This is an optimization exercise on Yosys and OpenROAD, whose aim is small area, a short achievable clock period and few clock cycles, not a production implementation.
Only simulation tests tie the RTL to the original design; equivalence was not proved.

## design.v

```verilog
module Multiplier(
  input  [65:0] s, c,
  input  [66:0] r0, r1, r2, r3,
  input  [3:0]  ng,
  output [73:0] so, co
);
  wire x0 = c[0] ^ s[0] ^ ng[0];
  wire y0 = (c[0] & s[0]) | (c[0] & ng[0]) | (s[0] & ng[0]);
  wire x1 = c[1] ^ s[1] ^ y0;
  wire y1 = (c[1] & s[1]) | (c[1] & y0) | (s[1] & y0);
  wire x2 = c[2] ^ s[2] ^ ng[1];
  wire y2 = (c[2] & s[2]) | (c[2] & ng[1]) | (s[2] & ng[1]);
  wire x3 = r0[2] ^ r1[0] ^ x2;
  wire y3 = (r0[2] & r1[0]) | (r0[2] & x2) | (r1[0] & x2);
  wire x4 = c[3] ^ s[3] ^ y2;
  wire y4 = (c[3] & s[3]) | (c[3] & y2) | (s[3] & y2);
  wire x5 = r0[3] ^ r1[1] ^ y3;
  wire y5 = (r0[3] & r1[1]) | (r0[3] & y3) | (r1[1] & y3);
  wire x6 = c[4] ^ s[4] ^ ng[2];
  wire y6 = (c[4] & s[4]) | (c[4] & ng[2]) | (s[4] & ng[2]);
  wire x7 = r0[4] ^ r1[2] ^ r2[0];
  wire y7 = (r0[4] & r1[2]) | (r0[4] & r2[0]) | (r1[2] & r2[0]);
  wire x8 = x6 ^ y4 ^ x7;
  wire y8 = (x6 & y4) | (x6 & x7) | (y4 & x7);
  wire x9 = c[5] ^ s[5] ^ y6;
  wire y9 = (c[5] & s[5]) | (c[5] & y6) | (s[5] & y6);
  wire x10 = r0[5] ^ r1[3] ^ r2[1];
  wire y10 = (r0[5] & r1[3]) | (r0[5] & r2[1]) | (r1[3] & r2[1]);
  wire x11 = y7 ^ x9 ^ x10;
  wire y11 = (y7 & x9) | (y7 & x10) | (x9 & x10);
  wire x12 = c[6] ^ s[6] ^ ng[3];
  wire y12 = (c[6] & s[6]) | (c[6] & ng[3]) | (s[6] & ng[3]);
  wire x13 = r0[6] ^ r1[4] ^ r2[2];
  wire y13 = (r0[6] & r1[4]) | (r0[6] & r2[2]) | (r1[4] & r2[2]);
  wire x14 = r3[0] ^ x12 ^ y9;
  wire y14 = (r3[0] & x12) | (r3[0] & y9) | (x12 & y9);
  wire x15 = y10 ^ x13 ^ x14;
  wire y15 = (y10 & x13) | (y10 & x14) | (x13 & x14);
  wire x16 = c[7] ^ s[7] ^ y12;
  wire y16 = (c[7] & s[7]) | (c[7] & y12) | (s[7] & y12);
  wire x17 = r0[7] ^ r1[5] ^ r2[3];
  wire y17 = (r0[7] & r1[5]) | (r0[7] & r2[3]) | (r1[5] & r2[3]);
  wire x18 = r3[1] ^ y13 ^ x16;
  wire y18 = (r3[1] & y13) | (r3[1] & x16) | (y13 & x16);
  wire x19 = x17 ^ y14 ^ x18;
  wire y19 = (x17 & y14) | (x17 & x18) | (y14 & x18);
  wire x20 = c[8] ^ s[8] ^ r0[8];
  wire y20 = (c[8] & s[8]) | (c[8] & r0[8]) | (s[8] & r0[8]);
  wire x21 = r1[6] ^ r2[4] ^ r3[2];
  wire y21 = (r1[6] & r2[4]) | (r1[6] & r3[2]) | (r2[4] & r3[2]);
  wire x22 = y16 ^ y17 ^ x20;
  wire y22 = (y16 & y17) | (y16 & x20) | (y17 & x20);
  wire x23 = x21 ^ y18 ^ x22;
  wire y23 = (x21 & y18) | (x21 & x22) | (y18 & x22);
  wire x24 = c[9] ^ s[9] ^ r0[9];
  wire y24 = (c[9] & s[9]) | (c[9] & r0[9]) | (s[9] & r0[9]);
  wire x25 = r1[7] ^ r2[5] ^ r3[3];
  wire y25 = (r1[7] & r2[5]) | (r1[7] & r3[3]) | (r2[5] & r3[3]);
  wire x26 = y20 ^ y21 ^ x24;
  wire y26 = (y20 & y21) | (y20 & x24) | (y21 & x24);
  wire x27 = x25 ^ y22 ^ x26;
  wire y27 = (x25 & y22) | (x25 & x26) | (y22 & x26);
  wire x28 = c[10] ^ s[10] ^ r0[10];
  wire y28 = (c[10] & s[10]) | (c[10] & r0[10]) | (s[10] & r0[10]);
  wire x29 = r1[8] ^ r2[6] ^ r3[4];
  wire y29 = (r1[8] & r2[6]) | (r1[8] & r3[4]) | (r2[6] & r3[4]);
  wire x30 = y24 ^ y25 ^ x28;
  wire y30 = (y24 & y25) | (y24 & x28) | (y25 & x28);
  wire x31 = x29 ^ y26 ^ x30;
  wire y31 = (x29 & y26) | (x29 & x30) | (y26 & x30);
  wire x32 = c[11] ^ s[11] ^ r0[11];
  wire y32 = (c[11] & s[11]) | (c[11] & r0[11]) | (s[11] & r0[11]);
  wire x33 = r1[9] ^ r2[7] ^ r3[5];
  wire y33 = (r1[9] & r2[7]) | (r1[9] & r3[5]) | (r2[7] & r3[5]);
  wire x34 = y28 ^ y29 ^ x32;
  wire y34 = (y28 & y29) | (y28 & x32) | (y29 & x32);
  wire x35 = x33 ^ y30 ^ x34;
  wire y35 = (x33 & y30) | (x33 & x34) | (y30 & x34);
  wire x36 = c[12] ^ s[12] ^ r0[12];
  wire y36 = (c[12] & s[12]) | (c[12] & r0[12]) | (s[12] & r0[12]);
  wire x37 = r1[10] ^ r2[8] ^ r3[6];
  wire y37 = (r1[10] & r2[8]) | (r1[10] & r3[6]) | (r2[8] & r3[6]);
  wire x38 = y32 ^ y33 ^ x36;
  wire y38 = (y32 & y33) | (y32 & x36) | (y33 & x36);
  wire x39 = x37 ^ y34 ^ x38;
  wire y39 = (x37 & y34) | (x37 & x38) | (y34 & x38);
  wire x40 = c[13] ^ s[13] ^ r0[13];
  wire y40 = (c[13] & s[13]) | (c[13] & r0[13]) | (s[13] & r0[13]);
  wire x41 = r1[11] ^ r2[9] ^ r3[7];
  wire y41 = (r1[11] & r2[9]) | (r1[11] & r3[7]) | (r2[9] & r3[7]);
  wire x42 = y36 ^ y37 ^ x40;
  wire y42 = (y36 & y37) | (y36 & x40) | (y37 & x40);
  wire x43 = x41 ^ y38 ^ x42;
  wire y43 = (x41 & y38) | (x41 & x42) | (y38 & x42);
  wire x44 = c[14] ^ s[14] ^ r0[14];
  wire y44 = (c[14] & s[14]) | (c[14] & r0[14]) | (s[14] & r0[14]);
  wire x45 = r1[12] ^ r2[10] ^ r3[8];
  wire y45 = (r1[12] & r2[10]) | (r1[12] & r3[8]) | (r2[10] & r3[8]);
  wire x46 = y40 ^ y41 ^ x44;
  wire y46 = (y40 & y41) | (y40 & x44) | (y41 & x44);
  wire x47 = x45 ^ y42 ^ x46;
  wire y47 = (x45 & y42) | (x45 & x46) | (y42 & x46);
  wire x48 = c[15] ^ s[15] ^ r0[15];
  wire y48 = (c[15] & s[15]) | (c[15] & r0[15]) | (s[15] & r0[15]);
  wire x49 = r1[13] ^ r2[11] ^ r3[9];
  wire y49 = (r1[13] & r2[11]) | (r1[13] & r3[9]) | (r2[11] & r3[9]);
  wire x50 = y44 ^ y45 ^ x48;
  wire y50 = (y44 & y45) | (y44 & x48) | (y45 & x48);
  wire x51 = x49 ^ y46 ^ x50;
  wire y51 = (x49 & y46) | (x49 & x50) | (y46 & x50);
  wire x52 = c[16] ^ s[16] ^ r0[16];
  wire y52 = (c[16] & s[16]) | (c[16] & r0[16]) | (s[16] & r0[16]);
  wire x53 = r1[14] ^ r2[12] ^ r3[10];
  wire y53 = (r1[14] & r2[12]) | (r1[14] & r3[10]) | (r2[12] & r3[10]);
  wire x54 = y48 ^ y49 ^ x52;
  wire y54 = (y48 & y49) | (y48 & x52) | (y49 & x52);
  wire x55 = x53 ^ y50 ^ x54;
  wire y55 = (x53 & y50) | (x53 & x54) | (y50 & x54);
  wire x56 = c[17] ^ s[17] ^ r0[17];
  wire y56 = (c[17] & s[17]) | (c[17] & r0[17]) | (s[17] & r0[17]);
  wire x57 = r1[15] ^ r2[13] ^ r3[11];
  wire y57 = (r1[15] & r2[13]) | (r1[15] & r3[11]) | (r2[13] & r3[11]);
  wire x58 = y52 ^ y53 ^ x56;
  wire y58 = (y52 & y53) | (y52 & x56) | (y53 & x56);
  wire x59 = x57 ^ y54 ^ x58;
  wire y59 = (x57 & y54) | (x57 & x58) | (y54 & x58);
  wire x60 = c[18] ^ s[18] ^ r0[18];
  wire y60 = (c[18] & s[18]) | (c[18] & r0[18]) | (s[18] & r0[18]);
  wire x61 = r1[16] ^ r2[14] ^ r3[12];
  wire y61 = (r1[16] & r2[14]) | (r1[16] & r3[12]) | (r2[14] & r3[12]);
  wire x62 = y56 ^ y57 ^ x60;
  wire y62 = (y56 & y57) | (y56 & x60) | (y57 & x60);
  wire x63 = x61 ^ y58 ^ x62;
  wire y63 = (x61 & y58) | (x61 & x62) | (y58 & x62);
  wire x64 = c[19] ^ s[19] ^ r0[19];
  wire y64 = (c[19] & s[19]) | (c[19] & r0[19]) | (s[19] & r0[19]);
  wire x65 = r1[17] ^ r2[15] ^ r3[13];
  wire y65 = (r1[17] & r2[15]) | (r1[17] & r3[13]) | (r2[15] & r3[13]);
  wire x66 = y60 ^ y61 ^ x64;
  wire y66 = (y60 & y61) | (y60 & x64) | (y61 & x64);
  wire x67 = x65 ^ y62 ^ x66;
  wire y67 = (x65 & y62) | (x65 & x66) | (y62 & x66);
  wire x68 = c[20] ^ s[20] ^ r0[20];
  wire y68 = (c[20] & s[20]) | (c[20] & r0[20]) | (s[20] & r0[20]);
  wire x69 = r1[18] ^ r2[16] ^ r3[14];
  wire y69 = (r1[18] & r2[16]) | (r1[18] & r3[14]) | (r2[16] & r3[14]);
  wire x70 = y64 ^ y65 ^ x68;
  wire y70 = (y64 & y65) | (y64 & x68) | (y65 & x68);
  wire x71 = x69 ^ y66 ^ x70;
  wire y71 = (x69 & y66) | (x69 & x70) | (y66 & x70);
  wire x72 = c[21] ^ s[21] ^ r0[21];
  wire y72 = (c[21] & s[21]) | (c[21] & r0[21]) | (s[21] & r0[21]);
  wire x73 = r1[19] ^ r2[17] ^ r3[15];
  wire y73 = (r1[19] & r2[17]) | (r1[19] & r3[15]) | (r2[17] & r3[15]);
  wire x74 = y68 ^ y69 ^ x72;
  wire y74 = (y68 & y69) | (y68 & x72) | (y69 & x72);
  wire x75 = x73 ^ y70 ^ x74;
  wire y75 = (x73 & y70) | (x73 & x74) | (y70 & x74);
  wire x76 = c[22] ^ s[22] ^ r0[22];
  wire y76 = (c[22] & s[22]) | (c[22] & r0[22]) | (s[22] & r0[22]);
  wire x77 = r1[20] ^ r2[18] ^ r3[16];
  wire y77 = (r1[20] & r2[18]) | (r1[20] & r3[16]) | (r2[18] & r3[16]);
  wire x78 = y72 ^ y73 ^ x76;
  wire y78 = (y72 & y73) | (y72 & x76) | (y73 & x76);
  wire x79 = x77 ^ y74 ^ x78;
  wire y79 = (x77 & y74) | (x77 & x78) | (y74 & x78);
  wire x80 = c[23] ^ s[23] ^ r0[23];
  wire y80 = (c[23] & s[23]) | (c[23] & r0[23]) | (s[23] & r0[23]);
  wire x81 = r1[21] ^ r2[19] ^ r3[17];
  wire y81 = (r1[21] & r2[19]) | (r1[21] & r3[17]) | (r2[19] & r3[17]);
  wire x82 = y76 ^ y77 ^ x80;
  wire y82 = (y76 & y77) | (y76 & x80) | (y77 & x80);
  wire x83 = x81 ^ y78 ^ x82;
  wire y83 = (x81 & y78) | (x81 & x82) | (y78 & x82);
  wire x84 = c[24] ^ s[24] ^ r0[24];
  wire y84 = (c[24] & s[24]) | (c[24] & r0[24]) | (s[24] & r0[24]);
  wire x85 = r1[22] ^ r2[20] ^ r3[18];
  wire y85 = (r1[22] & r2[20]) | (r1[22] & r3[18]) | (r2[20] & r3[18]);
  wire x86 = y80 ^ y81 ^ x84;
  wire y86 = (y80 & y81) | (y80 & x84) | (y81 & x84);
  wire x87 = x85 ^ y82 ^ x86;
  wire y87 = (x85 & y82) | (x85 & x86) | (y82 & x86);
  wire x88 = c[25] ^ s[25] ^ r0[25];
  wire y88 = (c[25] & s[25]) | (c[25] & r0[25]) | (s[25] & r0[25]);
  wire x89 = r1[23] ^ r2[21] ^ r3[19];
  wire y89 = (r1[23] & r2[21]) | (r1[23] & r3[19]) | (r2[21] & r3[19]);
  wire x90 = y84 ^ y85 ^ x88;
  wire y90 = (y84 & y85) | (y84 & x88) | (y85 & x88);
  wire x91 = x89 ^ y86 ^ x90;
  wire y91 = (x89 & y86) | (x89 & x90) | (y86 & x90);
  wire x92 = c[26] ^ s[26] ^ r0[26];
  wire y92 = (c[26] & s[26]) | (c[26] & r0[26]) | (s[26] & r0[26]);
  wire x93 = r1[24] ^ r2[22] ^ r3[20];
  wire y93 = (r1[24] & r2[22]) | (r1[24] & r3[20]) | (r2[22] & r3[20]);
  wire x94 = y88 ^ y89 ^ x92;
  wire y94 = (y88 & y89) | (y88 & x92) | (y89 & x92);
  wire x95 = x93 ^ y90 ^ x94;
  wire y95 = (x93 & y90) | (x93 & x94) | (y90 & x94);
  wire x96 = c[27] ^ s[27] ^ r0[27];
  wire y96 = (c[27] & s[27]) | (c[27] & r0[27]) | (s[27] & r0[27]);
  wire x97 = r1[25] ^ r2[23] ^ r3[21];
  wire y97 = (r1[25] & r2[23]) | (r1[25] & r3[21]) | (r2[23] & r3[21]);
  wire x98 = y92 ^ y93 ^ x96;
  wire y98 = (y92 & y93) | (y92 & x96) | (y93 & x96);
  wire x99 = x97 ^ y94 ^ x98;
  wire y99 = (x97 & y94) | (x97 & x98) | (y94 & x98);
  wire x100 = c[28] ^ s[28] ^ r0[28];
  wire y100 = (c[28] & s[28]) | (c[28] & r0[28]) | (s[28] & r0[28]);
  wire x101 = r1[26] ^ r2[24] ^ r3[22];
  wire y101 = (r1[26] & r2[24]) | (r1[26] & r3[22]) | (r2[24] & r3[22]);
  wire x102 = y96 ^ y97 ^ x100;
  wire y102 = (y96 & y97) | (y96 & x100) | (y97 & x100);
  wire x103 = x101 ^ y98 ^ x102;
  wire y103 = (x101 & y98) | (x101 & x102) | (y98 & x102);
  wire x104 = c[29] ^ s[29] ^ r0[29];
  wire y104 = (c[29] & s[29]) | (c[29] & r0[29]) | (s[29] & r0[29]);
  wire x105 = r1[27] ^ r2[25] ^ r3[23];
  wire y105 = (r1[27] & r2[25]) | (r1[27] & r3[23]) | (r2[25] & r3[23]);
  wire x106 = y100 ^ y101 ^ x104;
  wire y106 = (y100 & y101) | (y100 & x104) | (y101 & x104);
  wire x107 = x105 ^ y102 ^ x106;
  wire y107 = (x105 & y102) | (x105 & x106) | (y102 & x106);
  wire x108 = c[30] ^ s[30] ^ r0[30];
  wire y108 = (c[30] & s[30]) | (c[30] & r0[30]) | (s[30] & r0[30]);
  wire x109 = r1[28] ^ r2[26] ^ r3[24];
  wire y109 = (r1[28] & r2[26]) | (r1[28] & r3[24]) | (r2[26] & r3[24]);
  wire x110 = y104 ^ y105 ^ x108;
  wire y110 = (y104 & y105) | (y104 & x108) | (y105 & x108);
  wire x111 = x109 ^ y106 ^ x110;
  wire y111 = (x109 & y106) | (x109 & x110) | (y106 & x110);
  wire x112 = c[31] ^ s[31] ^ r0[31];
  wire y112 = (c[31] & s[31]) | (c[31] & r0[31]) | (s[31] & r0[31]);
  wire x113 = r1[29] ^ r2[27] ^ r3[25];
  wire y113 = (r1[29] & r2[27]) | (r1[29] & r3[25]) | (r2[27] & r3[25]);
  wire x114 = y108 ^ y109 ^ x112;
  wire y114 = (y108 & y109) | (y108 & x112) | (y109 & x112);
  wire x115 = x113 ^ y110 ^ x114;
  wire y115 = (x113 & y110) | (x113 & x114) | (y110 & x114);
  wire x116 = c[32] ^ s[32] ^ r0[32];
  wire y116 = (c[32] & s[32]) | (c[32] & r0[32]) | (s[32] & r0[32]);
  wire x117 = r1[30] ^ r2[28] ^ r3[26];
  wire y117 = (r1[30] & r2[28]) | (r1[30] & r3[26]) | (r2[28] & r3[26]);
  wire x118 = y112 ^ y113 ^ x116;
  wire y118 = (y112 & y113) | (y112 & x116) | (y113 & x116);
  wire x119 = x117 ^ y114 ^ x118;
  wire y119 = (x117 & y114) | (x117 & x118) | (y114 & x118);
  wire x120 = c[33] ^ s[33] ^ r0[33];
  wire y120 = (c[33] & s[33]) | (c[33] & r0[33]) | (s[33] & r0[33]);
  wire x121 = r1[31] ^ r2[29] ^ r3[27];
  wire y121 = (r1[31] & r2[29]) | (r1[31] & r3[27]) | (r2[29] & r3[27]);
  wire x122 = y116 ^ y117 ^ x120;
  wire y122 = (y116 & y117) | (y116 & x120) | (y117 & x120);
  wire x123 = x121 ^ y118 ^ x122;
  wire y123 = (x121 & y118) | (x121 & x122) | (y118 & x122);
  wire x124 = c[34] ^ s[34] ^ r0[34];
  wire y124 = (c[34] & s[34]) | (c[34] & r0[34]) | (s[34] & r0[34]);
  wire x125 = r1[32] ^ r2[30] ^ r3[28];
  wire y125 = (r1[32] & r2[30]) | (r1[32] & r3[28]) | (r2[30] & r3[28]);
  wire x126 = y120 ^ y121 ^ x124;
  wire y126 = (y120 & y121) | (y120 & x124) | (y121 & x124);
  wire x127 = x125 ^ y122 ^ x126;
  wire y127 = (x125 & y122) | (x125 & x126) | (y122 & x126);
  wire x128 = c[35] ^ s[35] ^ r0[35];
  wire y128 = (c[35] & s[35]) | (c[35] & r0[35]) | (s[35] & r0[35]);
  wire x129 = r1[33] ^ r2[31] ^ r3[29];
  wire y129 = (r1[33] & r2[31]) | (r1[33] & r3[29]) | (r2[31] & r3[29]);
  wire x130 = y124 ^ y125 ^ x128;
  wire y130 = (y124 & y125) | (y124 & x128) | (y125 & x128);
  wire x131 = x129 ^ y126 ^ x130;
  wire y131 = (x129 & y126) | (x129 & x130) | (y126 & x130);
  wire x132 = c[36] ^ s[36] ^ r0[36];
  wire y132 = (c[36] & s[36]) | (c[36] & r0[36]) | (s[36] & r0[36]);
  wire x133 = r1[34] ^ r2[32] ^ r3[30];
  wire y133 = (r1[34] & r2[32]) | (r1[34] & r3[30]) | (r2[32] & r3[30]);
  wire x134 = y128 ^ y129 ^ x132;
  wire y134 = (y128 & y129) | (y128 & x132) | (y129 & x132);
  wire x135 = x133 ^ y130 ^ x134;
  wire y135 = (x133 & y130) | (x133 & x134) | (y130 & x134);
  wire x136 = c[37] ^ s[37] ^ r0[37];
  wire y136 = (c[37] & s[37]) | (c[37] & r0[37]) | (s[37] & r0[37]);
  wire x137 = r1[35] ^ r2[33] ^ r3[31];
  wire y137 = (r1[35] & r2[33]) | (r1[35] & r3[31]) | (r2[33] & r3[31]);
  wire x138 = y132 ^ y133 ^ x136;
  wire y138 = (y132 & y133) | (y132 & x136) | (y133 & x136);
  wire x139 = x137 ^ y134 ^ x138;
  wire y139 = (x137 & y134) | (x137 & x138) | (y134 & x138);
  wire x140 = c[38] ^ s[38] ^ r0[38];
  wire y140 = (c[38] & s[38]) | (c[38] & r0[38]) | (s[38] & r0[38]);
  wire x141 = r1[36] ^ r2[34] ^ r3[32];
  wire y141 = (r1[36] & r2[34]) | (r1[36] & r3[32]) | (r2[34] & r3[32]);
  wire x142 = y136 ^ y137 ^ x140;
  wire y142 = (y136 & y137) | (y136 & x140) | (y137 & x140);
  wire x143 = x141 ^ y138 ^ x142;
  wire y143 = (x141 & y138) | (x141 & x142) | (y138 & x142);
  wire x144 = c[39] ^ s[39] ^ r0[39];
  wire y144 = (c[39] & s[39]) | (c[39] & r0[39]) | (s[39] & r0[39]);
  wire x145 = r1[37] ^ r2[35] ^ r3[33];
  wire y145 = (r1[37] & r2[35]) | (r1[37] & r3[33]) | (r2[35] & r3[33]);
  wire x146 = y140 ^ y141 ^ x144;
  wire y146 = (y140 & y141) | (y140 & x144) | (y141 & x144);
  wire x147 = x145 ^ y142 ^ x146;
  wire y147 = (x145 & y142) | (x145 & x146) | (y142 & x146);
  wire x148 = c[40] ^ s[40] ^ r0[40];
  wire y148 = (c[40] & s[40]) | (c[40] & r0[40]) | (s[40] & r0[40]);
  wire x149 = r1[38] ^ r2[36] ^ r3[34];
  wire y149 = (r1[38] & r2[36]) | (r1[38] & r3[34]) | (r2[36] & r3[34]);
  wire x150 = y144 ^ y145 ^ x148;
  wire y150 = (y144 & y145) | (y144 & x148) | (y145 & x148);
  wire x151 = x149 ^ y146 ^ x150;
  wire y151 = (x149 & y146) | (x149 & x150) | (y146 & x150);
  wire x152 = c[41] ^ s[41] ^ r0[41];
  wire y152 = (c[41] & s[41]) | (c[41] & r0[41]) | (s[41] & r0[41]);
  wire x153 = r1[39] ^ r2[37] ^ r3[35];
  wire y153 = (r1[39] & r2[37]) | (r1[39] & r3[35]) | (r2[37] & r3[35]);
  wire x154 = y148 ^ y149 ^ x152;
  wire y154 = (y148 & y149) | (y148 & x152) | (y149 & x152);
  wire x155 = x153 ^ y150 ^ x154;
  wire y155 = (x153 & y150) | (x153 & x154) | (y150 & x154);
  wire x156 = c[42] ^ s[42] ^ r0[42];
  wire y156 = (c[42] & s[42]) | (c[42] & r0[42]) | (s[42] & r0[42]);
  wire x157 = r1[40] ^ r2[38] ^ r3[36];
  wire y157 = (r1[40] & r2[38]) | (r1[40] & r3[36]) | (r2[38] & r3[36]);
  wire x158 = y152 ^ y153 ^ x156;
  wire y158 = (y152 & y153) | (y152 & x156) | (y153 & x156);
  wire x159 = x157 ^ y154 ^ x158;
  wire y159 = (x157 & y154) | (x157 & x158) | (y154 & x158);
  wire x160 = c[43] ^ s[43] ^ r0[43];
  wire y160 = (c[43] & s[43]) | (c[43] & r0[43]) | (s[43] & r0[43]);
  wire x161 = r1[41] ^ r2[39] ^ r3[37];
  wire y161 = (r1[41] & r2[39]) | (r1[41] & r3[37]) | (r2[39] & r3[37]);
  wire x162 = y156 ^ y157 ^ x160;
  wire y162 = (y156 & y157) | (y156 & x160) | (y157 & x160);
  wire x163 = x161 ^ y158 ^ x162;
  wire y163 = (x161 & y158) | (x161 & x162) | (y158 & x162);
  wire x164 = c[44] ^ s[44] ^ r0[44];
  wire y164 = (c[44] & s[44]) | (c[44] & r0[44]) | (s[44] & r0[44]);
  wire x165 = r1[42] ^ r2[40] ^ r3[38];
  wire y165 = (r1[42] & r2[40]) | (r1[42] & r3[38]) | (r2[40] & r3[38]);
  wire x166 = y160 ^ y161 ^ x164;
  wire y166 = (y160 & y161) | (y160 & x164) | (y161 & x164);
  wire x167 = x165 ^ y162 ^ x166;
  wire y167 = (x165 & y162) | (x165 & x166) | (y162 & x166);
  wire x168 = c[45] ^ s[45] ^ r0[45];
  wire y168 = (c[45] & s[45]) | (c[45] & r0[45]) | (s[45] & r0[45]);
  wire x169 = r1[43] ^ r2[41] ^ r3[39];
  wire y169 = (r1[43] & r2[41]) | (r1[43] & r3[39]) | (r2[41] & r3[39]);
  wire x170 = y164 ^ y165 ^ x168;
  wire y170 = (y164 & y165) | (y164 & x168) | (y165 & x168);
  wire x171 = x169 ^ y166 ^ x170;
  wire y171 = (x169 & y166) | (x169 & x170) | (y166 & x170);
  wire x172 = c[46] ^ s[46] ^ r0[46];
  wire y172 = (c[46] & s[46]) | (c[46] & r0[46]) | (s[46] & r0[46]);
  wire x173 = r1[44] ^ r2[42] ^ r3[40];
  wire y173 = (r1[44] & r2[42]) | (r1[44] & r3[40]) | (r2[42] & r3[40]);
  wire x174 = y168 ^ y169 ^ x172;
  wire y174 = (y168 & y169) | (y168 & x172) | (y169 & x172);
  wire x175 = x173 ^ y170 ^ x174;
  wire y175 = (x173 & y170) | (x173 & x174) | (y170 & x174);
  wire x176 = c[47] ^ s[47] ^ r0[47];
  wire y176 = (c[47] & s[47]) | (c[47] & r0[47]) | (s[47] & r0[47]);
  wire x177 = r1[45] ^ r2[43] ^ r3[41];
  wire y177 = (r1[45] & r2[43]) | (r1[45] & r3[41]) | (r2[43] & r3[41]);
  wire x178 = y172 ^ y173 ^ x176;
  wire y178 = (y172 & y173) | (y172 & x176) | (y173 & x176);
  wire x179 = x177 ^ y174 ^ x178;
  wire y179 = (x177 & y174) | (x177 & x178) | (y174 & x178);
  wire x180 = c[48] ^ s[48] ^ r0[48];
  wire y180 = (c[48] & s[48]) | (c[48] & r0[48]) | (s[48] & r0[48]);
  wire x181 = r1[46] ^ r2[44] ^ r3[42];
  wire y181 = (r1[46] & r2[44]) | (r1[46] & r3[42]) | (r2[44] & r3[42]);
  wire x182 = y176 ^ y177 ^ x180;
  wire y182 = (y176 & y177) | (y176 & x180) | (y177 & x180);
  wire x183 = x181 ^ y178 ^ x182;
  wire y183 = (x181 & y178) | (x181 & x182) | (y178 & x182);
  wire x184 = c[49] ^ s[49] ^ r0[49];
  wire y184 = (c[49] & s[49]) | (c[49] & r0[49]) | (s[49] & r0[49]);
  wire x185 = r1[47] ^ r2[45] ^ r3[43];
  wire y185 = (r1[47] & r2[45]) | (r1[47] & r3[43]) | (r2[45] & r3[43]);
  wire x186 = y180 ^ y181 ^ x184;
  wire y186 = (y180 & y181) | (y180 & x184) | (y181 & x184);
  wire x187 = x185 ^ y182 ^ x186;
  wire y187 = (x185 & y182) | (x185 & x186) | (y182 & x186);
  wire x188 = c[50] ^ s[50] ^ r0[50];
  wire y188 = (c[50] & s[50]) | (c[50] & r0[50]) | (s[50] & r0[50]);
  wire x189 = r1[48] ^ r2[46] ^ r3[44];
  wire y189 = (r1[48] & r2[46]) | (r1[48] & r3[44]) | (r2[46] & r3[44]);
  wire x190 = y184 ^ y185 ^ x188;
  wire y190 = (y184 & y185) | (y184 & x188) | (y185 & x188);
  wire x191 = x189 ^ y186 ^ x190;
  wire y191 = (x189 & y186) | (x189 & x190) | (y186 & x190);
  wire x192 = c[51] ^ s[51] ^ r0[51];
  wire y192 = (c[51] & s[51]) | (c[51] & r0[51]) | (s[51] & r0[51]);
  wire x193 = r1[49] ^ r2[47] ^ r3[45];
  wire y193 = (r1[49] & r2[47]) | (r1[49] & r3[45]) | (r2[47] & r3[45]);
  wire x194 = y188 ^ y189 ^ x192;
  wire y194 = (y188 & y189) | (y188 & x192) | (y189 & x192);
  wire x195 = x193 ^ y190 ^ x194;
  wire y195 = (x193 & y190) | (x193 & x194) | (y190 & x194);
  wire x196 = c[52] ^ s[52] ^ r0[52];
  wire y196 = (c[52] & s[52]) | (c[52] & r0[52]) | (s[52] & r0[52]);
  wire x197 = r1[50] ^ r2[48] ^ r3[46];
  wire y197 = (r1[50] & r2[48]) | (r1[50] & r3[46]) | (r2[48] & r3[46]);
  wire x198 = y192 ^ y193 ^ x196;
  wire y198 = (y192 & y193) | (y192 & x196) | (y193 & x196);
  wire x199 = x197 ^ y194 ^ x198;
  wire y199 = (x197 & y194) | (x197 & x198) | (y194 & x198);
  wire x200 = c[53] ^ s[53] ^ r0[53];
  wire y200 = (c[53] & s[53]) | (c[53] & r0[53]) | (s[53] & r0[53]);
  wire x201 = r1[51] ^ r2[49] ^ r3[47];
  wire y201 = (r1[51] & r2[49]) | (r1[51] & r3[47]) | (r2[49] & r3[47]);
  wire x202 = y196 ^ y197 ^ x200;
  wire y202 = (y196 & y197) | (y196 & x200) | (y197 & x200);
  wire x203 = x201 ^ y198 ^ x202;
  wire y203 = (x201 & y198) | (x201 & x202) | (y198 & x202);
  wire x204 = c[54] ^ s[54] ^ r0[54];
  wire y204 = (c[54] & s[54]) | (c[54] & r0[54]) | (s[54] & r0[54]);
  wire x205 = r1[52] ^ r2[50] ^ r3[48];
  wire y205 = (r1[52] & r2[50]) | (r1[52] & r3[48]) | (r2[50] & r3[48]);
  wire x206 = y200 ^ y201 ^ x204;
  wire y206 = (y200 & y201) | (y200 & x204) | (y201 & x204);
  wire x207 = x205 ^ y202 ^ x206;
  wire y207 = (x205 & y202) | (x205 & x206) | (y202 & x206);
  wire x208 = c[55] ^ s[55] ^ r0[55];
  wire y208 = (c[55] & s[55]) | (c[55] & r0[55]) | (s[55] & r0[55]);
  wire x209 = r1[53] ^ r2[51] ^ r3[49];
  wire y209 = (r1[53] & r2[51]) | (r1[53] & r3[49]) | (r2[51] & r3[49]);
  wire x210 = y204 ^ y205 ^ x208;
  wire y210 = (y204 & y205) | (y204 & x208) | (y205 & x208);
  wire x211 = x209 ^ y206 ^ x210;
  wire y211 = (x209 & y206) | (x209 & x210) | (y206 & x210);
  wire x212 = c[56] ^ s[56] ^ r0[56];
  wire y212 = (c[56] & s[56]) | (c[56] & r0[56]) | (s[56] & r0[56]);
  wire x213 = r1[54] ^ r2[52] ^ r3[50];
  wire y213 = (r1[54] & r2[52]) | (r1[54] & r3[50]) | (r2[52] & r3[50]);
  wire x214 = y208 ^ y209 ^ x212;
  wire y214 = (y208 & y209) | (y208 & x212) | (y209 & x212);
  wire x215 = x213 ^ y210 ^ x214;
  wire y215 = (x213 & y210) | (x213 & x214) | (y210 & x214);
  wire x216 = c[57] ^ s[57] ^ r0[57];
  wire y216 = (c[57] & s[57]) | (c[57] & r0[57]) | (s[57] & r0[57]);
  wire x217 = r1[55] ^ r2[53] ^ r3[51];
  wire y217 = (r1[55] & r2[53]) | (r1[55] & r3[51]) | (r2[53] & r3[51]);
  wire x218 = y212 ^ y213 ^ x216;
  wire y218 = (y212 & y213) | (y212 & x216) | (y213 & x216);
  wire x219 = x217 ^ y214 ^ x218;
  wire y219 = (x217 & y214) | (x217 & x218) | (y214 & x218);
  wire x220 = c[58] ^ s[58] ^ r0[58];
  wire y220 = (c[58] & s[58]) | (c[58] & r0[58]) | (s[58] & r0[58]);
  wire x221 = r1[56] ^ r2[54] ^ r3[52];
  wire y221 = (r1[56] & r2[54]) | (r1[56] & r3[52]) | (r2[54] & r3[52]);
  wire x222 = y216 ^ y217 ^ x220;
  wire y222 = (y216 & y217) | (y216 & x220) | (y217 & x220);
  wire x223 = x221 ^ y218 ^ x222;
  wire y223 = (x221 & y218) | (x221 & x222) | (y218 & x222);
  wire x224 = c[59] ^ s[59] ^ r0[59];
  wire y224 = (c[59] & s[59]) | (c[59] & r0[59]) | (s[59] & r0[59]);
  wire x225 = r1[57] ^ r2[55] ^ r3[53];
  wire y225 = (r1[57] & r2[55]) | (r1[57] & r3[53]) | (r2[55] & r3[53]);
  wire x226 = y220 ^ y221 ^ x224;
  wire y226 = (y220 & y221) | (y220 & x224) | (y221 & x224);
  wire x227 = x225 ^ y222 ^ x226;
  wire y227 = (x225 & y222) | (x225 & x226) | (y222 & x226);
  wire x228 = c[60] ^ s[60] ^ r0[60];
  wire y228 = (c[60] & s[60]) | (c[60] & r0[60]) | (s[60] & r0[60]);
  wire x229 = r1[58] ^ r2[56] ^ r3[54];
  wire y229 = (r1[58] & r2[56]) | (r1[58] & r3[54]) | (r2[56] & r3[54]);
  wire x230 = y224 ^ y225 ^ x228;
  wire y230 = (y224 & y225) | (y224 & x228) | (y225 & x228);
  wire x231 = x229 ^ y226 ^ x230;
  wire y231 = (x229 & y226) | (x229 & x230) | (y226 & x230);
  wire x232 = c[61] ^ s[61] ^ r0[61];
  wire y232 = (c[61] & s[61]) | (c[61] & r0[61]) | (s[61] & r0[61]);
  wire x233 = r1[59] ^ r2[57] ^ r3[55];
  wire y233 = (r1[59] & r2[57]) | (r1[59] & r3[55]) | (r2[57] & r3[55]);
  wire x234 = y228 ^ y229 ^ x232;
  wire y234 = (y228 & y229) | (y228 & x232) | (y229 & x232);
  wire x235 = x233 ^ y230 ^ x234;
  wire y235 = (x233 & y230) | (x233 & x234) | (y230 & x234);
  wire x236 = c[62] ^ s[62] ^ r0[62];
  wire y236 = (c[62] & s[62]) | (c[62] & r0[62]) | (s[62] & r0[62]);
  wire x237 = r1[60] ^ r2[58] ^ r3[56];
  wire y237 = (r1[60] & r2[58]) | (r1[60] & r3[56]) | (r2[58] & r3[56]);
  wire x238 = y232 ^ y233 ^ x236;
  wire y238 = (y232 & y233) | (y232 & x236) | (y233 & x236);
  wire x239 = x237 ^ y234 ^ x238;
  wire y239 = (x237 & y234) | (x237 & x238) | (y234 & x238);
  wire x240 = c[63] ^ s[63] ^ r0[63];
  wire y240 = (c[63] & s[63]) | (c[63] & r0[63]) | (s[63] & r0[63]);
  wire x241 = r1[61] ^ r2[59] ^ r3[57];
  wire y241 = (r1[61] & r2[59]) | (r1[61] & r3[57]) | (r2[59] & r3[57]);
  wire x242 = y236 ^ y237 ^ x240;
  wire y242 = (y236 & y237) | (y236 & x240) | (y237 & x240);
  wire x243 = x241 ^ y238 ^ x242;
  wire y243 = (x241 & y238) | (x241 & x242) | (y238 & x242);
  wire x244 = c[64] ^ s[64] ^ r0[64];
  wire y244 = (c[64] & s[64]) | (c[64] & r0[64]) | (s[64] & r0[64]);
  wire x245 = r1[62] ^ r2[60] ^ r3[58];
  wire y245 = (r1[62] & r2[60]) | (r1[62] & r3[58]) | (r2[60] & r3[58]);
  wire x246 = y240 ^ y241 ^ x244;
  wire y246 = (y240 & y241) | (y240 & x244) | (y241 & x244);
  wire x247 = x245 ^ y242 ^ x246;
  wire y247 = (x245 & y242) | (x245 & x246) | (y242 & x246);
  wire x248 = c[65] ^ s[65] ^ r0[65];
  wire y248 = (c[65] & s[65]) | (c[65] & r0[65]) | (s[65] & r0[65]);
  wire x249 = r1[63] ^ r2[61] ^ r3[59];
  wire y249 = (r1[63] & r2[61]) | (r1[63] & r3[59]) | (r2[61] & r3[59]);
  wire x250 = y244 ^ y245 ^ x248;
  wire y250 = (y244 & y245) | (y244 & x248) | (y245 & x248);
  wire x251 = x249 ^ y246 ^ x250;
  wire y251 = (x249 & y246) | (x249 & x250) | (y246 & x250);
  wire x252 = r0[66] ^ r1[64] ^ r2[62];
  wire y252 = (r0[66] & r1[64]) | (r0[66] & r2[62]) | (r1[64] & r2[62]);
  wire x253 = r3[60] ^ y248 ^ y249;
  wire y253 = (r3[60] & y248) | (r3[60] & y249) | (y248 & y249);
  wire x254 = x252 ^ x253 ^ y250;
  wire y254 = (x252 & x253) | (x252 & y250) | (x253 & y250);
  wire x255 = r1[65] ^ r2[63] ^ r3[61];
  wire y255 = (r1[65] & r2[63]) | (r1[65] & r3[61]) | (r2[63] & r3[61]);
  wire x256 = y252 ^ x255 ^ y253;
  wire y256 = (y252 & x255) | (y252 & y253) | (x255 & y253);
  wire x257 = r1[66] ^ r2[64] ^ r3[62];
  wire y257 = (r1[66] & r2[64]) | (r1[66] & r3[62]) | (r2[64] & r3[62]);
  wire x258 = y255 ^ x257 ^ y256;
  wire y258 = (y255 & x257) | (y255 & y256) | (x257 & y256);
  wire x259 = r2[65] ^ r3[63] ^ y257;
  wire y259 = (r2[65] & r3[63]) | (r2[65] & y257) | (r3[63] & y257);
  wire x260 = r2[66] ^ r3[64] ^ y259;
  wire y260 = (r2[66] & r3[64]) | (r2[66] & y259) | (r3[64] & y259);
  assign so[0] = r0[0];
  assign co[0] = x0;
  assign so[1] = r0[1];
  assign co[1] = x1;
  assign so[2] = y1;
  assign co[2] = x3;
  assign so[3] = x4;
  assign co[3] = x5;
  assign so[4] = y5;
  assign co[4] = x8;
  assign so[5] = y8;
  assign co[5] = x11;
  assign so[6] = y11;
  assign co[6] = x15;
  assign so[7] = y15;
  assign co[7] = x19;
  assign so[8] = y19;
  assign co[8] = x23;
  assign so[9] = y23;
  assign co[9] = x27;
  assign so[10] = y27;
  assign co[10] = x31;
  assign so[11] = y31;
  assign co[11] = x35;
  assign so[12] = y35;
  assign co[12] = x39;
  assign so[13] = y39;
  assign co[13] = x43;
  assign so[14] = y43;
  assign co[14] = x47;
  assign so[15] = y47;
  assign co[15] = x51;
  assign so[16] = y51;
  assign co[16] = x55;
  assign so[17] = y55;
  assign co[17] = x59;
  assign so[18] = y59;
  assign co[18] = x63;
  assign so[19] = y63;
  assign co[19] = x67;
  assign so[20] = y67;
  assign co[20] = x71;
  assign so[21] = y71;
  assign co[21] = x75;
  assign so[22] = y75;
  assign co[22] = x79;
  assign so[23] = y79;
  assign co[23] = x83;
  assign so[24] = y83;
  assign co[24] = x87;
  assign so[25] = y87;
  assign co[25] = x91;
  assign so[26] = y91;
  assign co[26] = x95;
  assign so[27] = y95;
  assign co[27] = x99;
  assign so[28] = y99;
  assign co[28] = x103;
  assign so[29] = y103;
  assign co[29] = x107;
  assign so[30] = y107;
  assign co[30] = x111;
  assign so[31] = y111;
  assign co[31] = x115;
  assign so[32] = y115;
  assign co[32] = x119;
  assign so[33] = y119;
  assign co[33] = x123;
  assign so[34] = y123;
  assign co[34] = x127;
  assign so[35] = y127;
  assign co[35] = x131;
  assign so[36] = y131;
  assign co[36] = x135;
  assign so[37] = y135;
  assign co[37] = x139;
  assign so[38] = y139;
  assign co[38] = x143;
  assign so[39] = y143;
  assign co[39] = x147;
  assign so[40] = y147;
  assign co[40] = x151;
  assign so[41] = y151;
  assign co[41] = x155;
  assign so[42] = y155;
  assign co[42] = x159;
  assign so[43] = y159;
  assign co[43] = x163;
  assign so[44] = y163;
  assign co[44] = x167;
  assign so[45] = y167;
  assign co[45] = x171;
  assign so[46] = y171;
  assign co[46] = x175;
  assign so[47] = y175;
  assign co[47] = x179;
  assign so[48] = y179;
  assign co[48] = x183;
  assign so[49] = y183;
  assign co[49] = x187;
  assign so[50] = y187;
  assign co[50] = x191;
  assign so[51] = y191;
  assign co[51] = x195;
  assign so[52] = y195;
  assign co[52] = x199;
  assign so[53] = y199;
  assign co[53] = x203;
  assign so[54] = y203;
  assign co[54] = x207;
  assign so[55] = y207;
  assign co[55] = x211;
  assign so[56] = y211;
  assign co[56] = x215;
  assign so[57] = y215;
  assign co[57] = x219;
  assign so[58] = y219;
  assign co[58] = x223;
  assign so[59] = y223;
  assign co[59] = x227;
  assign so[60] = y227;
  assign co[60] = x231;
  assign so[61] = y231;
  assign co[61] = x235;
  assign so[62] = y235;
  assign co[62] = x239;
  assign so[63] = y239;
  assign co[63] = x243;
  assign so[64] = y243;
  assign co[64] = x247;
  assign so[65] = y247;
  assign co[65] = x251;
  assign so[66] = x254;
  assign co[66] = y251;
  assign so[67] = x256;
  assign co[67] = y254;
  assign so[68] = x258;
  assign co[68] = 1'b0;
  assign so[69] = x259;
  assign co[69] = y258;
  assign so[70] = x260;
  assign co[70] = 1'b0;
  assign so[71] = r3[65];
  assign co[71] = y260;
  assign so[72] = r3[66];
  assign co[72] = 1'b0;
  assign so[73] = 1'b0;
  assign co[73] = 1'b0;
endmodule
module MDU(
  input         clock,
                reset,
                io_in_valid,
  input  [63:0] io_in_bits_src1,
                io_in_bits_src2,
  input  [6:0]  io_in_bits_func,
  output        io_out_valid,
  output [63:0] io_out_bits
);
  localparam IDLE = 0, MUL = 1, MFIN = 2, PREP = 3, ALIGN = 4, ITER = 5, DFIN = 6;
  reg  [6:0]  st;
  reg         vld;
  reg  [64:0] A;
  reg  [63:0] B;
  reg  [65:0] S, C;
  reg  [6:0]  cnt;
  reg         cy;       
  reg         fhigh;    
  reg         fword;    
  reg         fsign;    
  reg         frem;     
  reg  [3:0]  bone, btwo, bneg;   
  reg         msa;      
  reg         msb;      
  reg         fsel;     
  reg         finv;     
  reg         fmq;      
  reg         fdq;      
  reg         aneg;     
  reg         qneg;     
  assign io_out_valid = vld;
  assign io_out_bits  = C[63:0];
  function automatic [63:0] sext32(input [63:0] x);
    sext32 = {{32{x[31]}}, x[31:0]};
  endfunction
  function automatic [6:0] width64(input [63:0] x);
    reg [63:0]  v, nv;
    reg [383:0] p, np;   
    integer k, i;
    begin
      v = x;
      p = 384'd0;
      for (k = 0; k < 6; k = k + 1) begin
        nv = 64'd0;
        np = 384'd0;
        for (i = 0; i < 32; i = i + 1) begin
          nv[i] = v[2*i+1] | v[2*i];
          np[i*(k+1) +: 7] = v[2*i+1] ? ((p[(2*i+1)*k +: 6] & ((7'd1 << k) - 7'd1)) | (7'd1 << k))
                                      :  (p[(2*i)*k +: 6] & ((7'd1 << k) - 7'd1));
        end
        v = nv;
        p = np;
      end
      width64 = v[0] ? {1'b0, p[5:0]} + 7'd1 : 7'd0;
    end
  endfunction
  wire [3:0]  f      = io_in_bits_func[3:0];
  wire        in_div = f[2];
  wire        in_w   = f[3];
  wire        in_sgn = ~f[0];
  wire [63:0] in_a_div = in_w ? {{32{in_sgn & io_in_bits_src1[31]}}, io_in_bits_src1[31:0]}
                              : io_in_bits_src1;
  wire [63:0] in_b_div = in_w ? {{32{in_sgn & io_in_bits_src2[31]}}, io_in_bits_src2[31:0]}
                              : io_in_bits_src2;
  wire [63:0] in_b_mul = in_w ? sext32(io_in_bits_src2) : io_in_bits_src2;
  function automatic [11:0] booth4(input [8:0] w);
    integer k;
    reg b0, b1, b2;
    begin
      for (k = 0; k < 4; k = k + 1) begin
        b0 = w[2*k]; b1 = w[2*k+1]; b2 = w[2*k+2];
        booth4[k]     = b1 ^ b0;                                 
        booth4[4+k]   = (b2 & ~b1 & ~b0) | (~b2 & b1 & b0);      
        booth4[8+k]   = b2 & ~(b1 & b0);                         
      end
    end
  endfunction
  wire        ninth = fhigh & cnt[3];
  wire [64:0] As    = {msa & A[63], A[63:0]};
  wire [66:0] row [0:3];
  genvar j;
  generate
    for (j = 0; j < 4; j = j + 1) begin : booth
      wire [65:0] m = ({66{bone[j]}} & {As[64], As}) | ({66{btwo[j]}} & {As, 1'b0});
      wire [65:0] x = m ^ {66{bneg[j]}};
      assign row[j] = {~x[65], x};
    end
  endgenerate
  localparam [66:0] NBIAS4 = {5'd0, 62'h2AAA_AAAA_AAAA_AAAB};
  wire [66:0] row1 = ninth ? NBIAS4 : row[1];
  wire [73:0] so, co;
  Multiplier csa (
    .s(S), .c(C), .r0(row[0]), .r1(row1), .r2(row[2]), .r3(row[3]),
    .ng(bneg), .so(so), .co(co)
  );
  wire [8:0]  lowsum = {1'b0, so[7:0]} + {1'b0, co[7:0]} + {8'd0, cy};
  wire        mlast  = fhigh ? ninth : ((&B[63:7]) | ~(|B[63:7]));
  wire        bfill  = fhigh ? (msb & B[63]) : B[63];
  wire [63:0] Bnext  = {{8{bfill}}, B[63:8]};
  wire        p_aneg = fsign & B[63];
  wire        p_bneg = fsign & A[63];
  wire [63:0] p_absb = p_bneg ? (~A[63:0] + 64'd1) : A[63:0];
  wire [6:0]  p_wa   = p_aneg ? width64(~B) + 7'd1 : width64(B);
  wire [6:0]  p_wb   = p_bneg ? width64(~A[63:0]) : width64(A[63:0]);
  wire [7:0]  p_d    = {1'b0, p_wa} - {1'b0, p_wb};
  wire        p_bz   = ~(|A[63:0]);
  wire        p_q0   = p_d[7];
  wire [63:0] p_rema = fword ? sext32(B) : B;
  wire [65:0] it_sum = S + ({1'b0, A} ^ {66{~S[65]}}) + {65'd0, ~S[65]};
  wire        it_q1  = ~it_sum[65];
  wire [63:0] it_q   = {B[62:0], it_q1};
  wire [63:0] it_res = frem ? it_sum[63:0] : it_q;
  wire [63:0] fa_p   = (fsel ? B : S[63:0]) ^ {64{finv}};
  wire [63:0] fa_q   = fmq ? C[63:0] : fdq ? (A[63:0] ^ {64{aneg}}) : 64'd0;
  wire [1:0]  fa_c   = fmq ? {1'b0, cy} : {1'b0, finv} + {1'b0, fdq & aneg};
  wire [63:0] fa_sum = fa_p + fa_q + {62'd0, fa_c};
  always @(posedge clock) begin
    if (reset) begin
      st   <= 7'd1 << IDLE;
      vld  <= 1'b0;
      fsel <= 1'b0;
      finv <= 1'b0;
      fmq  <= 1'b0;
      fdq  <= 1'b0;
    end else begin
      vld  <= 1'b0;
      fsel <= 1'b0;
      finv <= 1'b0;
      fmq  <= 1'b0;
      fdq  <= 1'b0;
      st   <= 7'd0;
      if (st[IDLE]) begin
        if (io_in_valid & ~vld) begin
          if (in_div) begin
            st[PREP] <= 1'b1;
            fsel     <= 1'b1;
            finv     <= in_sgn & in_a_div[63];
          end else
            st[MUL] <= 1'b1;
        end else
          st[IDLE] <= 1'b1;
      end
      if (st[MUL]) begin
        if (mlast) begin
          st[MFIN] <= 1'b1;
          fmq      <= 1'b1;
        end else
          st[MUL] <= 1'b1;
      end
      if (st[MFIN]) begin
        vld      <= 1'b1;
        st[IDLE] <= 1'b1;
      end
      if (st[PREP]) begin
        if (p_bz | p_q0) begin
          vld      <= 1'b1;
          st[IDLE] <= 1'b1;
        end else if (p_d[6:0] == 7'd0)
          st[ITER] <= 1'b1;
        else
          st[ALIGN] <= 1'b1;
      end
      if (st[ALIGN]) st[ITER] <= 1'b1;
      if (st[ITER]) begin
        if (cnt == 7'd0) begin
          if (frem ? (aneg | it_sum[65]) : qneg) begin
            st[DFIN] <= 1'b1;
            fsel     <= ~frem;
            finv     <= frem ? aneg : qneg;
            fdq      <= frem & it_sum[65];
          end else begin
            vld      <= 1'b1;
            st[IDLE] <= 1'b1;
          end
        end else
          st[ITER] <= 1'b1;
      end
      if (st[DFIN]) begin
        vld      <= 1'b1;
        st[IDLE] <= 1'b1;
      end
    end
  end
  always @(posedge clock) begin
    if (st[IDLE]) begin
      cnt   <= 7'd0;
      cy    <= 1'b0;
      S     <= 66'd0;
      C     <= 66'd0;
      fword <= in_w;
      fsign <= in_sgn;
      frem  <= f[1];
      fhigh <= ~in_w & (f[1] | f[0]);
      msa   <= f[1] ^ f[0];
      msb   <= ~f[1] & f[0];
      {bneg, btwo, bone} <= booth4({in_b_mul[7:0], 1'b0});
      if (in_div) begin
        A <= {1'b0, in_b_div};
        B <= in_a_div;
      end else begin
        A <= {1'b0, io_in_bits_src1};
        B <= in_b_mul;
      end
    end
    if (st[MUL]) begin
      if (fhigh & ~ninth) begin
        S  <= so[73:8];
        C  <= co[73:8];
        cy <= lowsum[8];
      end else begin
        S  <= so[65:0];
        C  <= co[65:0];
      end
      if (~fhigh)
        A <= {1'b0, A[55:0], 8'd0};
      B   <= Bnext;
      {bneg, btwo, bone} <= booth4(B[15:7]);
      cnt <= cnt + 7'd1;
    end
    if (st[MFIN] | st[DFIN]) C <= {2'b0, fword ? sext32(fa_sum) : fa_sum};
    if (st[PREP]) begin
      aneg <= p_aneg;
      qneg <= p_aneg ^ p_bneg;
      cnt  <= p_d[6:0];
      S    <= {2'b0, fa_sum};
      A    <= {1'b0, p_absb};
      B    <= 64'd0;
      C    <= {2'b0, frem ? p_rema : {64{p_bz}}};
    end
    if (st[ALIGN]) A <= A << cnt;
    if (st[ITER]) begin
      S <= it_sum;
      B <= it_q;
      if (cnt != 7'd0) A <= A >> 1;
      C   <= {2'b0, fword ? sext32(it_res) : it_res};
      cnt <= cnt - 7'd1;
    end
  end
endmodule
```

## flow/run.sh

```bash
#!/bin/bash
set -euo pipefail
bash standard.sh SETUP_SLACK_MARGIN=8 finish > standard_flow.log 2>&1
```

## standard.sh

```bash
#!/bin/bash
# synth_recipe.tcl (not shown) runs the flow's synth.tcl, then flattens the netlist and writes it again
# the make line also repeats each setting of config.mk as NAME=value (left out here)
make -C /OpenROAD-flow-scripts/flow DESIGN_CONFIG=/design/flow/config.mk WORK_HOME=/design/flow/orfs CLKGATE_MAP_FILE= SYNTH_SCRIPT=/design/flow/synth_recipe.tcl "${@:-finish}"
```

## config.mk

```make
export PLATFORM = sky130hd
export DESIGN_NAME = MDU
export DESIGN_NICKNAME = MDU
export VERILOG_FILES = /design/flow/design.v
export SDC_FILE = /design/flow/constraint.sdc
export NUM_CORES = 4
export LEC_CHECK = 0
export ABC_CLOCK_PERIOD_IN_PS = 4000
export CAP_MARGIN = 20
export CORE_MARGIN = 2
export CORE_UTILIZATION = 40
export SLEW_MARGIN = 20
```

## constraint.sdc

```tcl
create_clock -name core_clock -period 13.0 [get_ports {clock}]
set_input_delay 2.6000 -clock core_clock [delete_from_list [all_inputs] [get_ports {clock}]]
set_output_delay 2.6000 -clock core_clock [all_outputs]
set_load 0.01 [all_outputs]
```

==> results.txt <==
final cells by class:
type                       instances  share of cell area
clock buffer                      49              0.0182
clock inverter                    24             0.00315
inverter                         340              0.0219
multi-input combinational       5412               0.702
sequential                       300               0.141
tap                             1755              0.0376
timing repair buffer             484              0.0759
state kept, by name, indices dropped and copies added (netlist names), 4 cells and up:
name / flops
A: 65
B: 64
C: 66
S: 66
bneg: 4
bone: 4
btwo: 4
cnt: 7
st: 6
layout by cell type (no fill, tap or decap), drive strengths merged, types with 46 or more instances in the layout:
cell type	n
nand2b	51
xor2	153
ha	225
a211oi	107
xnor2	502
o22ai	59
dfxtp	79
nand3	86
o221ai	65
inv	340
nand4	82
nand2	764
nor2b	65
a221oi	63
nor4	49
a21o	114
nor2	481
a22oi	276
mux2i	299
edfxtp	221
mux4	46
a31oi	84
fa	266
o21a	59
clkdlybuf4s50	197
o21ai	447
nor3	74
buf	284
clkbuf	51
a21oi	465
routing by layer:
layer,global-route usage,part of all wire
met1,0.508,0.38
met2,0.563,0.41
met3,0.117,0.15
met4,0.183,0.061
met5,0.00321,0.00081
cells by family after synthesis:
logic type | Yosys count | share of synthesized area
adders and majority gates | 491 | 0.155
buffers and inverters | 1082 | 0.0823
AOI/OAI and AO/OA | 2083 | 0.261
xor gates and xnor gates | 655 | 0.109
muxes | 366 | 0.0810
DFF | 300 | 0.156
and+or+nand+nor | 1815 | 0.156
final timing paths:
path,to,slack (ps),cells after the start
min reg2reg,A[11]$_DFF_P_,470,1
min,A[11]$_DFF_P_,470,1
max reg2reg,C[58]$_DFFE_PP_,7800,13
max,C[58]$_DFFE_PP_,7800,13
critical path, delay by kind of cell (launching register included):
| family | cells | cell delay (ps) |
|---|---|---|
| fa+ha+maj | 1 | 370 |
| xor+xnor | 1 | 270 |
| flops | 1 | 450 |
| simple gates | 3 | 1280 |
| compound gates | 7 | 2110 |
| buf+inv | 1 | 210 |
what timing repair did:
action,CTS,global route
gates cloned,3,1
pin swaps,14,26
setup buffers,77,27
resized for setup,114,90
setup endpoints to repair,146,63
==> impl_metrics.tcl <==
set metrics [dict create \
    grt_setup_unrepaired "true" \
    synth_cells 6792 \
    drive_gt1_frac 0.0914 \
    clk_path_buf_depth 3 \
    synth.distinct_cells 96 \
    cts_buffers 40 \
    synth_area_leaders "edfxtp_1, fa_1, xnor2_1" \
    hold_viol 0 \
    clk_transition_reported_paths_ps 70 \
    synth-seq-cells 300 \
    preCtsSetupSlack_ps 5750 \
    routabilityCongestion 1.02 \
    grt_pass1_vias 52900 \
    grt_max_degree 122 \
    cp_cell_sequence "buf_12 > xnor2_1 > ha_1 > a21o_1 > a41oi_2 > a21oi_1 > o31a_1 > o211a_1 > or4_1 > a31o_2 > nand2_2 > a211oi_1 > nor4_1" \
    status "timing/DRC/antenna clean" \
    die_h_um 367 \
    final_area_mm2 0.0584 \
    fin_setup_tns_ps 0 \
    detailedPlacementHpwl_um 194000 \
    synth.avg_cell_area_um2 7.75 \
    gr-total-overflow 0 \
    clock-root-buffer "clkbuf_16" \
    h-tree-depth 2 \
    skew_ps 43.0 \
    placed_area_mm2 0.0553 \
    dp.cells 8183 \
    antenna_found_initial 5 \
    wl_um 270000 \
    crit_start "S[65]$_DFFE_PP_" \
    fmax_mhz 192 \
    setup_viol 0 \
    yosys.area.top_type_share 0.126 \
    grt_pass1_wl_um 382000 \
    period_needed_ps 5200 \
    slew_viol_final 0 \
    min_from "A[12]$_DFF_P_" \
    syn_nets 7421 \
    wl_per_cell_um 32.2 \
    die_x_um 367 \
    drc 0 \
    async_reset_ff_frac 0 \
    utilization 0.446 \
    ios 203 \
    syn-cell-area_mm2 0.0526 \
    synth.most_common_cell "nand2_1" \
    worstMarginPinSlew_ps 1180 \
    coreArea_mm2 0.131 \
    portBuffers 199 \
    clock_latency_ps 630 \
    fin_worst_hold_slack_ps 470 \
    drt-pass1-iter-count 9 \
    layout.nets 7207 \
    tritoncts "done" \
    n_fill_cell 13200 \
    critPathRequiredTime_ps 13360 \
    cp.arrival_ps 5560 \
    worstSetupPathType "reg2reg" \
    yosys_warnings 1 \
    hp-class "reg2reg" \
    synth_edf_count 221 \
    multi_input_area_mm2 0.0410 \
    n_antenna_cell 0 \
    clkSinkCount 300 \
    cts_hold_buf 0 \
    relSlewSlack 0.210 \
    vias 56600 \
    worst_slack_ps 7800 \
    synthFlopType "edfxtp_1" \
    drt_iter0_markers 9625 \
    drtAntennaViolNets 0 \
    reg2reg_from "S[65]$_DFFE_PP_" \
    slowest_stage "or4_1" \
    stdcell_count 8364 \
    fin_crit_sh 0.400 \
    vias_per_cell 6.77 \
    start_util 0.402 \
    syn_to_final_growth_pct 11.0 \
    critPathMaxStageDelay_ps 480 \
    cap_violations 0 \
    rows 133 \
    worst_setup_path_end_kind "flop" \
    seq_area_mm2 0.00825 \
    yosysSeqAreaShare 0.156 \
    cp-start-kind "flop" \
    grt.total_usage 0.382 \
    synth_area_leader_cell "edfxtp_1" \
    synth_top_cells_by_count "nand2_1, clkbuf_1, xnor2_1, nor2_1, a21oi_1" \
    worst-path-max-fanout 65 \
    dieArea_mm2 0.135 \
]
Testbench counts, summed over its fixed seeds: cycles 15,935.

[separate check: timing with driven ports]
The results above use ideal ports. As a check the final layout listed here was re-extracted and re-timed, cells and wires unchanged.
Step 1: set_driving_cell puts a clkbuf_16 on clock and a buf_2 on each other input, an assumption about the parent block.
Step 2 moves the port delays by t, midway between the first and last clock arrival at a register: inputs arrive t later, outputs are due t later. That takes back most of the time a late clock gives input paths.
Three values: ideal, step 1, step 2; two values: the first two.
shift t [ns]: 0.688
setup WS [ns]: 7.803 / 7.803 / 7.456
worst slew at a driven data input, ns: 0.07
After both steps this run still meets setup and hold. For this run, drivers alone change the setup slack by 0.000 ns; drivers and shift together by -0.347 ns.
